Source: an optimization exercise on an open RTL-to-GDS flow (aim: small area, a short achievable clock period and few clock cycles per item). Production flows keep margins and buffers that such runs may drop.
The RTL was checked by simulation tests, not by an equivalence proof against the original design.

==> wip/indigo: inputs <==
==> flow/design.v (excerpt) <==
module rsa_wrapper #(parameter N = 512, parameter LOGN = 9)
(
    input           clk,
    input           resetn,
    input  [  31:0] arm_to_fpga_cmd,
    input           arm_to_fpga_cmd_valid,
    output          fpga_to_arm_done,
    input           fpga_to_arm_done_read,
    input           arm_to_fpga_data_valid,
    output          arm_to_fpga_data_ready,
    input  [N-1:0] arm_to_fpga_data,
    output          fpga_to_arm_data_valid,
    input           fpga_to_arm_data_ready,
    output [N-1:0] fpga_to_arm_data);
    reg st_idle, st_rd, st_wr, st_comp, st_done;
    reg [2:0] slot;
    wire cmd_go   = st_idle & arm_to_fpga_cmd_valid;
    wire start    = cmd_go & arm_to_fpga_cmd[0];
    wire core_fin;
    always @(posedge clk) begin
        if (resetn == 1'b0) begin
            st_idle <= 1'b1;
            st_rd   <= 1'b0;
            st_wr   <= 1'b0;
            st_comp <= 1'b0;
            st_done <= 1'b0;
            slot    <= 3'd0;
        end else begin
            if (cmd_go) begin
                st_idle <= 1'b0;
                case (arm_to_fpga_cmd[1:0])
                    2'd0:    st_rd   <= 1'b1;
                    2'd2:    st_wr   <= 1'b1;
                    default: st_comp <= 1'b1;
                endcase
            end
            if (rd_ready & arm_to_fpga_data_valid) begin
                st_rd   <= 1'b0;
                st_done <= 1'b1;
                slot    <= (slot == 3'd4) ? 3'd0 : slot + 3'd1;
            end
            if (st_wr & fpga_to_arm_data_ready) begin
                st_wr   <= 1'b0;
                st_done <= 1'b1;
            end
            if (st_comp & core_fin) begin
                st_comp <= 1'b0;
                st_done <= 1'b1;
            end
            if (st_done & fpga_to_arm_done_read) begin
                st_done <= 1'b0;
                st_idle <= 1'b1;
            end
        end
    end
    reg  [2:0]   ph;
    reg  [2:0]   lc;
    reg  [519:0] msg_r, exp_r, r2_r;
    reg  [N-1:0] nmod;
    wire [519:0] din_e  = {8'b0, arm_to_fpga_data};
    wire [64:0]  dchunk = din_e[65*ph +: 65];
    wire         ring_slot = (slot != 3'd2) && (slot != 3'd3);
    wire         rd_ready  = st_rd & (~ring_slot | (lc == 3'd7));
    always @(posedge clk) begin
  ...
clock: 9.0 ns
lec_check: 0
cap_margin: 30
core_margin: 2
core_utilization: 35
setup_slack_margin: 5
slew_margin: 50
run.sh (not shown) runs the stock make flow with config.mk's settings and CLKGATE_MAP_FILE= SYNTH_SCRIPT=/design/flow/synth_recipe.tcl, a recipe that flattens the netlist after the stock synthesis.
==> wip/nickel (differences from wip/indigo) <==
--- a/flow/design.v
+++ b/flow/design.v
@@ -30,56 +30,74 @@
     localparam OP_C1  = 3'd0;   
     localparam OP_C2  = 3'd1;   
     localparam OP_SQ  = 3'd2;   
     localparam OP_MU  = 3'd3;   
     localparam OP_FIN = 3'd4;   
+    localparam OP_P3  = 3'd5;   
+    localparam OP_M3  = 3'd6;   
     reg [3:0] st;
     reg [2:0] op;      
     reg [2:0] nop;     
+    reg       wf, nwf;     
+    reg       pre, npre;   
     reg [2:0] k;
     reg [7:0] it;
     reg [7:0] fi;
     reg       first;
     reg [519:0] A;
     reg [519:0] X;
+    reg [519:0] X3;
     reg [W-1:0] S;
     reg [W-1:0] C;
     reg         cl;
     reg         cy;
     reg [11:0]  lo12;  
     reg [7:0]   blo;   
     assign result = A[511:0];
     wire iter  = (st == ST_ITER);
     wire cnv   = (st == ST_CNV);
-    wire chain = cnv && (op == OP_C1 || op == OP_SQ || op == OP_MU);
+    wire chain = cnv && (op == OP_C1 || op == OP_SQ || op == OP_MU || op == OP_P3 || op == OP_M3);
     wire prim0 = (st == ST_PRIM0) || (chain && k == 3'd5);
     wire prim1 = (st == ST_PRIM1) || (chain && k == 3'd6);
     wire prim2 = (st == ST_PRIM2) || (chain && k == 3'd7);
-    wire cnv_a = (op != OP_C1);
+    wire cnv_a = (op != OP_C1) && (op != OP_P3);
+    wire cnv_3 = (op == OP_P3);
     wire cnv_x = (op == OP_C1) || (op == OP_C2);
     reg [2:0] ecc;
     reg [6:0] eco;
     reg       ebit, ebv, scanning, found;
-    wire      eb_now = exp_t[eco];
-    wire      ehere  = (ph == ecc);
+    reg       eb_now, eh_r, pchg;
+    wire      ehere = eh_r && !pchg;
+    always @(posedge clk) begin
+        eb_now <= exp_t[eco];
+        eh_r   <= (ph == ecc);
+    end
     wire      ezero  = (ecc == 3'd0) && (eco == 7'd0);
     wire [2:0] ecc_m = (eco == 7'd0) ? ecc - 3'd1 : ecc;
     wire [6:0] eco_m = (eco == 7'd0) ? 7'd64 : eco - 7'd1;
-    reg          src_a, src_one, byp;
+    reg       ebit1, ebv1, eb1_now, eh1_r;
+    wire      ehere1 = eh1_r && !pchg;
+    always @(posedge clk) begin
+        eb1_now <= exp_t[eco_m];
+        eh1_r   <= (ph == ecc_m);
+    end
+    reg          src_a, src_one, src_3, byp;
     wire [515:0] Abits = {A[513], A[513], A[513:0]};
     wire [515:0] Xbits = {X[513], X[513], X[513:0]};
     wire         fi_ok   = (fi <= 8'd128);
     wire [3:0]   ga = Abits[4*fi +: 4];
     wire [3:0]   gx = Xbits[4*fi +: 4];
     wire [3:0]   glo = (fi[1:0] == 2'd0) ? lo12[3:0] : (fi[1:0] == 2'd1) ? lo12[7:4] : lo12[11:8];
-    reg  [3:0]   gfa, gfx, gfl;
+    wire [515:0] X3bits = {X3[513], X3[513], X3[513:0]};
+    wire [3:0]   g3 = X3bits[4*fi +: 4];
+    reg  [3:0]   gfa, gfx, gfl, gf3;
     reg          fok_d, f0_d, flo_d;
-    wire         gsign = src_a ? A[513] : X[513];
+    wire         gsign = src_a ? A[513] : src_3 ? X3[513] : X[513];
     wire [3:0]   gsel = !fok_d ? {4{gsign & ~src_one}} :
                         src_one ? {3'b000, f0_d} :
                         (byp && flo_d) ? gfl :
-                        src_a ? gfa : gfx;
+                        src_a ? gfa : src_3 ? gf3 : gfx;
     reg       gn3;    
     wire       gp   = prim1 ? 1'b0 : gn3;
     wire       e0s1 = gsel[0] ^ gp;
     wire       e0s2 = (gsel[1] & ~gsel[0] & ~gp) | (~gsel[1] & gsel[0] & gp);
     wire       e0n  = gsel[1] & ~(gsel[0] & gp);
@@ -131,23 +149,18 @@
     wire [7:0] q1m8 = {({6{q1p1}} & m8[5:0]) | ({6{q1m1}} & {~m8[5:1], 1'b1}) | ({6{q1p2}} & {m8[4:0], 1'b0}), 2'b00};
     wire [7:0] x1 = S[7:0] ^ C[7:0] ^ p1_r;
     wire [7:0] y1 = {(S[6:0] & C[6:0]) | (S[6:0] & p1_r[6:0]) | (C[6:0] & p1_r[6:0]), cl};
     wire [7:0] x2 = x1 ^ y1 ^ q1m8;
     wire [7:0] y2 = {(x1[6:0] & y1[6:0]) | (x1[6:0] & q1m8[6:0]) | (y1[6:0] & q1m8[6:0]), 1'b0};
-    wire [7:0] g  = x2 & y2;
-    wire [7:0] p  = x2 ^ y2;
+    wire [3:0] g  = x2[3:0] & y2[3:0];
+    wire [3:0] p  = x2[3:0] ^ y2[3:0];
     wire       g10 = g[1] | (p[1] & g[0]);
     wire       g32 = g[3] | (p[3] & g[2]);
     wire       p32 = p[3] & p[2];
     wire       c4  = g32 | (p32 & g10);
-    wire       c5  = g[4] | (p[4] & c4);
-    wire       g54 = g[5] | (p[5] & g[4]);
-    wire       p54 = p[5] & p[4];
-    wire       c6  = g54 | (p54 & c4);
-    wire       c7  = g[6] | (p[6] & c6);
-    wire [3:0] Zt  = {p[7] ^ c7, p[6] ^ c6, p[5] ^ c5, p[4] ^ c4};
-    wire [3:0] Z4  = {4{iter}} & Zt;
+    wire [3:0] H0  = x2[7:4] + y2[7:4];
+    wire [3:0] H1  = H0 + 4'd1;
     wire [3:0] mp1  = m8[3:0];
     wire [3:0] mm1  = {~m8[3:1], 1'b1};
     wire [3:0] mp2  = {m8[2:0], 1'b0};
     wire [7:0] M8m1 = {~m8[7:1], 1'b1};
     wire [7:0] M8p2 = {m8[6:0], 1'b0};
@@ -169,14 +182,15 @@
                 assign q0tab[z] = {t0p1, t0m1, t0p2};
                 assign p1tab[z] = pa_r + (({8{t0p1}} & m8) | ({8{t0m1}} & M8m1) | ({8{t0p2}} & M8p2));
             end
         end
     endgenerate
-    wire [2:0] q0n = q0tab[Z4[1:0]];
-    wire [2:0] q1n = q1tab[Z4];
-    wire [7:0] p1n = ({8{Z4[1:0] == 2'd0}} & p1tab[0]) | ({8{Z4[1:0] == 2'd1}} & p1tab[1]) |
-                     ({8{Z4[1:0] == 2'd2}} & p1tab[2]) | ({8{Z4[1:0] == 2'd3}} & p1tab[3]);
+    wire [2:0] q0n = !iter ? q0tab[0] : c4 ? q0tab[H1[1:0]] : q0tab[H0[1:0]];
+    wire [2:0] q1n = !iter ? q1tab[0] : c4 ? q1tab[H1] : q1tab[H0];
+    wire [1:0] Z2  = {2{iter}} & (c4 ? H1[1:0] : H0[1:0]);
+    wire [7:0] p1n = ({8{Z2 == 2'd0}} & p1tab[0]) | ({8{Z2 == 2'd1}} & p1tab[1]) |
+                     ({8{Z2 == 2'd2}} & p1tab[2]) | ({8{Z2 == 2'd3}} & p1tab[3]);
     wire [CW:0] sum = {1'b0, S[CW-1:0]} + {1'b0, C[CW-1:0]} + {{CW{1'b0}}, cy};
     reg  ld_r2, ld_msg, ld_a;
     reg  [7:0] nsel;     
     wire [519:0]  nme = {8'b0, nmod};
     reg  [CW-1:0] nch;
@@ -192,10 +206,11 @@
     wire a_we = (st == ST_LDA) || (st == ST_ONE) || ((st == ST_CORR) && zneg) || (cnv && cnv_a);
     wire x_we = (st == ST_LDX) || (cnv && cnv_x);
     always @(posedge clk) begin
         if (a_we) A <= {sum[CW-1:0], A[519:CW]};
         if (x_we) X <= {sum[CW-1:0], X[519:CW]};
+        if (cnv && cnv_3) X3 <= {sum[CW-1:0], X3[519:CW]};
         if (iter && it == it_last)                     cy <= cl_nx;
         else if (st == ST_WAIT && !scanning && !found) cy <= 1'b1;
         else                                           cy <= sum[CW];
         if (cnv && k == 3'd0) lo12 <= sum[11:0];
         if (cnv && k == 3'd7) zneg <= sum[513 - 7*CW];
@@ -217,10 +232,11 @@
         {q0p1, q0m1, q0p2} <= q0n;
         {q1p1, q1m1, q1p2} <= q1n;
         p1_r <= p1n;
         gfa  <= ga;
         gfx  <= gx;
+        gf3  <= g3;
         gfl  <= glo;
         fok_d <= fi_ok;
         f0_d  <= (fi == 8'd0);
         flo_d <= (fi < 8'd3);
         gn3  <= gsel[3];
@@ -230,11 +246,12 @@
         K1   <= ep1[1:0] + {1'b0, e1n};
         pa_r <= ep0 + {7'd0, e0n} + {ep1[5:0], 2'b00} + {5'd0, e1n, 2'b00};
         fi   <= (prim0 || prim1 || prim2 || iter) ? fi + 8'd1 : 8'd0;
         src_a   <= (cnv ? nop : op) == OP_SQ;
         src_one <= (cnv ? nop : op) == OP_FIN;
-        byp     <= cnv && (((cnv ? nop : op) == OP_SQ) ? cnv_a : cnv_x);
+        src_3   <= (cnv ? nop : op) == OP_M3;
+        byp     <= cnv && (((cnv ? nop : op) == OP_SQ) ? cnv_a : ((cnv ? nop : op) == OP_M3) ? cnv_3 : cnv_x);
         first <= prim2;
     end
     wire [7:0] it_last = (op == OP_C2) ? 8'd253 : 8'd128;
     reg [3:0] st_n;
     reg [2:0] k_n;
@@ -282,10 +299,11 @@
                   ((cnv && (op == OP_FIN) && (k == 3'd7)) ? 8'b00000010 : 8'b0) |
                   (((st == ST_CORR) && (k <= 3'd5)) ? (8'b00000100 << k) : 8'b0);
     end
     always @(posedge clk) begin
         finish <= 1'b0;
+        pchg   <= 1'b0;
         if (rst) begin
             scanning <= 1'b0;
         end else begin
             if (scanning && ehere) begin
                 if (eb_now) begin
@@ -295,42 +313,65 @@
                     scanning <= 1'b0;
                     found    <= 1'b0;
                 end else begin
                     ecc <= ecc_m;
                     eco <= eco_m;
+                    pchg <= 1'b1;
                 end
             end
             if (!scanning && !ebv && ehere) begin
                 ebit <= eb_now;
                 ebv  <= 1'b1;
             end
+            if (!scanning && !ebv1 && ehere1) begin
+                ebit1 <= eb1_now;
+                ebv1  <= 1'b1;
+            end
             case (st)
             ST_IDLE: begin
                 if (start) begin
                     scanning <= 1'b1;
                     found    <= 1'b0;
                     ebv      <= 1'b1;
+                    ebv1     <= 1'b1;
                     ecc      <= enc ? 3'd0 : 3'd7;
+                    pchg     <= 1'b1;
                     eco      <= enc ? 7'd15 : 7'd56;
                 end
             end
             ST_LDX: if (k == 3'd6) op <= OP_C1;
             ST_PRIM2: it <= 8'd0;
             ST_ITER: begin
                 it <= it + 8'd1;
                 if (it == it_last) begin
                     case (op)
                     OP_C1: nop <= OP_C2;
-                    OP_SQ, OP_MU: begin
-                        if (op == OP_SQ && ebit) begin
-                            nop <= OP_MU;
+                    OP_SQ, OP_P3, OP_MU, OP_M3: begin
+                        nwf  <= 1'b0;
+                        npre <= 1'b0;
+                        if (op == OP_SQ && pre) begin
+                            nop <= OP_P3;
+                        end else if (op == OP_SQ && wf) begin
+                            nop <= OP_M3;
+                        end else if ((op == OP_SQ || op == OP_P3) && ebit) begin
+                            if (!ezero && ebit1) begin
+                                ecc <= ecc_m;
+                                eco <= eco_m;
+                                pchg <= 1'b1;
+                                ebv <= 1'b0; ebv1 <= 1'b0;
+                                nop <= OP_SQ;
+                                nwf <= 1'b1;
+                            end else begin
+                                nop <= OP_MU;
+                            end
                         end else if (ezero) begin
                             nop <= OP_FIN;
                         end else begin
                             ecc <= ecc_m;
                             eco <= eco_m;
-                            ebv <= 1'b0;
+                            pchg <= 1'b1;
+                            ebv <= 1'b0; ebv1 <= 1'b0;
                             nop <= OP_SQ;
                         end
                     end
                     default: nop <= op;
                     endcase
@@ -338,23 +379,28 @@
             end
             ST_CNV: begin
                 if (k == 3'd7) begin
                     it <= 8'd0;
                     if (op != OP_FIN && op != OP_C2) begin
-                        op <= nop;
+                        op  <= nop;
+                        wf  <= nwf;
+                        pre <= npre;
                     end
                 end
             end
             ST_WAIT: begin
                 if (!scanning && found) begin
                     if (ezero) begin
                         op <= OP_FIN;
                     end else begin
                         ecc <= ecc_m;
                         eco <= eco_m;
-                        ebv <= 1'b0;
+                        pchg <= 1'b1;
+                        ebv <= 1'b0; ebv1 <= 1'b0;
                         op  <= OP_SQ;
+                        pre <= 1'b1;
+                        wf  <= 1'b0;
                     end
                 end
             end
             ST_ONE, ST_CORR: if (k == 3'd7) finish <= 1'b1;
             default: ;
@@ -423,14 +469,18 @@
     reg  [519:0] msg_r, exp_r, r2_r;
     reg  [N-1:0] nmod;
     wire [519:0] din_e  = {8'b0, arm_to_fpga_data};
     wire [64:0]  dchunk = din_e[65*ph +: 65];
     wire         ring_slot = (slot != 3'd2) && (slot != 3'd3);
-    wire         rd_ready  = st_rd & (~ring_slot | (lc == 3'd7));
+    reg          rd_ready;    
+    wire         st_rd_n   = (cmd_go & (arm_to_fpga_cmd[1:0] == 2'd0)) |
+                             (st_rd & ~(rd_ready & arm_to_fpga_data_valid));
+    wire [2:0]   lc_n      = !st_rd ? 3'd0 : arm_to_fpga_data_valid ? lc + 3'd1 : lc;
     always @(posedge clk) begin
         if (resetn == 1'b0) ph <= 3'd0;
         else                ph <= ph + 3'd1;
+ rd_ready <= resetn & st_rd_n & (~ring_slot | (lc_n == 3'd7));
         if (st_rd && arm_to_fpga_data_valid) lc <= lc + 3'd1;
         else if (!st_rd)                     lc <= 3'd0;
         msg_r <= {(st_rd && slot == 3'd0) ? dchunk : msg_r[64:0], msg_r[519:65]};
         exp_r <= {(st_rd && slot == 3'd1) ? dchunk : exp_r[64:0], exp_r[519:65]};
         r2_r  <= {(st_rd && slot == 3'd4) ? dchunk : r2_r[64:0],  r2_r[519:65]};
--- a/flow/config.mk
+++ b/flow/config.mk
@@ -5,8 +5,11 @@
 export SDC_FILE = /design/flow/constraint.sdc
 export NUM_CORES = 8
 export LEC_CHECK = 0
 export CAP_MARGIN = 30
 export CORE_MARGIN = 2
-export CORE_UTILIZATION = 35
+export CORE_UTILIZATION = 60
+export CTS_CLUSTER_DIAMETER = 150
+export CTS_CLUSTER_SIZE = 20
+export PLACE_DENSITY = 0.7
 export SETUP_SLACK_MARGIN = 5
 export SLEW_MARGIN = 50
==> wip/amber (differences from wip/indigo) <==
--- a/flow/design.v
+++ b/flow/design.v
@@ -57,12 +57,16 @@
     wire cnv_a = (op != OP_C1);
     wire cnv_x = (op == OP_C1) || (op == OP_C2);
     reg [2:0] ecc;
     reg [6:0] eco;
     reg       ebit, ebv, scanning, found;
-    wire      eb_now = exp_t[eco];
-    wire      ehere  = (ph == ecc);
+    reg       eb_now, eh_r, pchg;
+    wire      ehere = eh_r && !pchg;
+    always @(posedge clk) begin
+        eb_now <= exp_t[eco];
+        eh_r   <= (ph == ecc);
+    end
     wire      ezero  = (ecc == 3'd0) && (eco == 7'd0);
     wire [2:0] ecc_m = (eco == 7'd0) ? ecc - 3'd1 : ecc;
     wire [6:0] eco_m = (eco == 7'd0) ? 7'd64 : eco - 7'd1;
     reg          src_a, src_one, byp;
     wire [515:0] Abits = {A[513], A[513], A[513:0]};
@@ -131,23 +135,18 @@
     wire [7:0] q1m8 = {({6{q1p1}} & m8[5:0]) | ({6{q1m1}} & {~m8[5:1], 1'b1}) | ({6{q1p2}} & {m8[4:0], 1'b0}), 2'b00};
     wire [7:0] x1 = S[7:0] ^ C[7:0] ^ p1_r;
     wire [7:0] y1 = {(S[6:0] & C[6:0]) | (S[6:0] & p1_r[6:0]) | (C[6:0] & p1_r[6:0]), cl};
     wire [7:0] x2 = x1 ^ y1 ^ q1m8;
     wire [7:0] y2 = {(x1[6:0] & y1[6:0]) | (x1[6:0] & q1m8[6:0]) | (y1[6:0] & q1m8[6:0]), 1'b0};
-    wire [7:0] g  = x2 & y2;
-    wire [7:0] p  = x2 ^ y2;
+    wire [3:0] g  = x2[3:0] & y2[3:0];
+    wire [3:0] p  = x2[3:0] ^ y2[3:0];
     wire       g10 = g[1] | (p[1] & g[0]);
     wire       g32 = g[3] | (p[3] & g[2]);
     wire       p32 = p[3] & p[2];
     wire       c4  = g32 | (p32 & g10);
-    wire       c5  = g[4] | (p[4] & c4);
-    wire       g54 = g[5] | (p[5] & g[4]);
-    wire       p54 = p[5] & p[4];
-    wire       c6  = g54 | (p54 & c4);
-    wire       c7  = g[6] | (p[6] & c6);
-    wire [3:0] Zt  = {p[7] ^ c7, p[6] ^ c6, p[5] ^ c5, p[4] ^ c4};
-    wire [3:0] Z4  = {4{iter}} & Zt;
+    wire [3:0] H0  = x2[7:4] + y2[7:4];
+    wire [3:0] H1  = H0 + 4'd1;
     wire [3:0] mp1  = m8[3:0];
     wire [3:0] mm1  = {~m8[3:1], 1'b1};
     wire [3:0] mp2  = {m8[2:0], 1'b0};
     wire [7:0] M8m1 = {~m8[7:1], 1'b1};
     wire [7:0] M8p2 = {m8[6:0], 1'b0};
@@ -169,14 +168,15 @@
                 assign q0tab[z] = {t0p1, t0m1, t0p2};
                 assign p1tab[z] = pa_r + (({8{t0p1}} & m8) | ({8{t0m1}} & M8m1) | ({8{t0p2}} & M8p2));
             end
         end
     endgenerate
-    wire [2:0] q0n = q0tab[Z4[1:0]];
-    wire [2:0] q1n = q1tab[Z4];
-    wire [7:0] p1n = ({8{Z4[1:0] == 2'd0}} & p1tab[0]) | ({8{Z4[1:0] == 2'd1}} & p1tab[1]) |
-                     ({8{Z4[1:0] == 2'd2}} & p1tab[2]) | ({8{Z4[1:0] == 2'd3}} & p1tab[3]);
+    wire [2:0] q0n = !iter ? q0tab[0] : c4 ? q0tab[H1[1:0]] : q0tab[H0[1:0]];
+    wire [2:0] q1n = !iter ? q1tab[0] : c4 ? q1tab[H1] : q1tab[H0];
+    wire [1:0] Z2  = {2{iter}} & (c4 ? H1[1:0] : H0[1:0]);
+    wire [7:0] p1n = ({8{Z2 == 2'd0}} & p1tab[0]) | ({8{Z2 == 2'd1}} & p1tab[1]) |
+                     ({8{Z2 == 2'd2}} & p1tab[2]) | ({8{Z2 == 2'd3}} & p1tab[3]);
     wire [CW:0] sum = {1'b0, S[CW-1:0]} + {1'b0, C[CW-1:0]} + {{CW{1'b0}}, cy};
     reg  ld_r2, ld_msg, ld_a;
     reg  [7:0] nsel;     
     wire [519:0]  nme = {8'b0, nmod};
     reg  [CW-1:0] nch;
@@ -282,10 +282,11 @@
                   ((cnv && (op == OP_FIN) && (k == 3'd7)) ? 8'b00000010 : 8'b0) |
                   (((st == ST_CORR) && (k <= 3'd5)) ? (8'b00000100 << k) : 8'b0);
     end
     always @(posedge clk) begin
         finish <= 1'b0;
+        pchg   <= 1'b0;
         if (rst) begin
             scanning <= 1'b0;
         end else begin
             if (scanning && ehere) begin
                 if (eb_now) begin
@@ -295,10 +296,11 @@
                     scanning <= 1'b0;
                     found    <= 1'b0;
                 end else begin
                     ecc <= ecc_m;
                     eco <= eco_m;
+                    pchg <= 1'b1;
                 end
             end
             if (!scanning && !ebv && ehere) begin
                 ebit <= eb_now;
                 ebv  <= 1'b1;
@@ -308,10 +310,11 @@
                 if (start) begin
                     scanning <= 1'b1;
                     found    <= 1'b0;
                     ebv      <= 1'b1;
                     ecc      <= enc ? 3'd0 : 3'd7;
+                    pchg     <= 1'b1;
                     eco      <= enc ? 7'd15 : 7'd56;
                 end
             end
             ST_LDX: if (k == 3'd6) op <= OP_C1;
             ST_PRIM2: it <= 8'd0;
@@ -326,10 +329,11 @@
                         end else if (ezero) begin
                             nop <= OP_FIN;
                         end else begin
                             ecc <= ecc_m;
                             eco <= eco_m;
+                            pchg <= 1'b1;
                             ebv <= 1'b0;
                             nop <= OP_SQ;
                         end
                     end
                     default: nop <= op;
@@ -349,10 +353,11 @@
                     if (ezero) begin
                         op <= OP_FIN;
                     end else begin
                         ecc <= ecc_m;
                         eco <= eco_m;
+                        pchg <= 1'b1;
                         ebv <= 1'b0;
                         op  <= OP_SQ;
                     end
                 end
             end
==> summary of the runs <==
- The highest sequential share of layout area belongs to wip/nickel, the lowest to wip/amber.
- Cell area: wip/nickel is larger than wip/indigo (3.8%).
- wip/indigo ran to the end with no violations. wip/amber produced a layout that fails on antenna rules. wip/nickel completed with no timing, DRC or antenna violations.
- Die area: wip/amber > wip/indigo > wip/nickel.
- Against wip/nickel, the synthesized cell count of wip/amber is lower by 4.4%.
- The highest critical path depth belongs to wip/indigo, the lowest to wip/amber.
- The highest fmax belongs to wip/amber, the lowest to wip/indigo.
- Between wip/amber and wip/nickel, the lower core utilization is in wip/amber (gap 26 points).
- Worst hold slack, lowest first: wip/indigo, wip/amber, wip/nickel.
- Between wip/amber and wip/indigo, the lower final cell count is in wip/indigo (gap about 0.8%, measured against wip/indigo).
- Register-to-register slack: wip/amber > wip/nickel > wip/indigo.
Testbench counts of wip/indigo, summed over its fixed seeds: cycles 450,699, ops 12.
Testbench counts of wip/nickel, summed over its fixed seeds: cycles 402,877, ops 12.
Testbench counts of wip/amber, summed over its fixed seeds: cycles 450,699, ops 12.

afterwards: timing with drivers on the ports:
The flow's constraints put no driver on any port. The routed layouts listed below were extracted and timed again, unchanged, in two steps. Step 1 assumes that a clkbuf_16 drives the clock port and a buf_2 every other input. Step 2 moves the port delays by t, midway between the first and last clock arrival at a register: inputs arrive t later, outputs are due t later. That takes back most of the time a late clock gives input paths. Slacks: ideal ports / drivers / drivers and shift; pairs: ideal ports / drivers.
run | shift t [ns] | setup WS [ns] | slew at the worst register clock pin (ns) | worst data-port slew with drivers (ns) | cell pins on the clock port's net
wip/indigo | 1.242 | 4.627 / 4.627 / 4.484 | 0.08 / 0.08 | 0.44 | 1
wip/nickel | 1.139 | 4.752 / 4.752 / 4.464 | 0.11 / 0.11 | 0.49 | 1
wip/amber | 1.227 | 4.854 / 4.770 / 4.387 | 0.07 / 0.07 | 0.57 | 1
The setup slack of wip/amber, which loses most, moves by -0.084 ns with the drivers and by -0.467 ns with both steps.
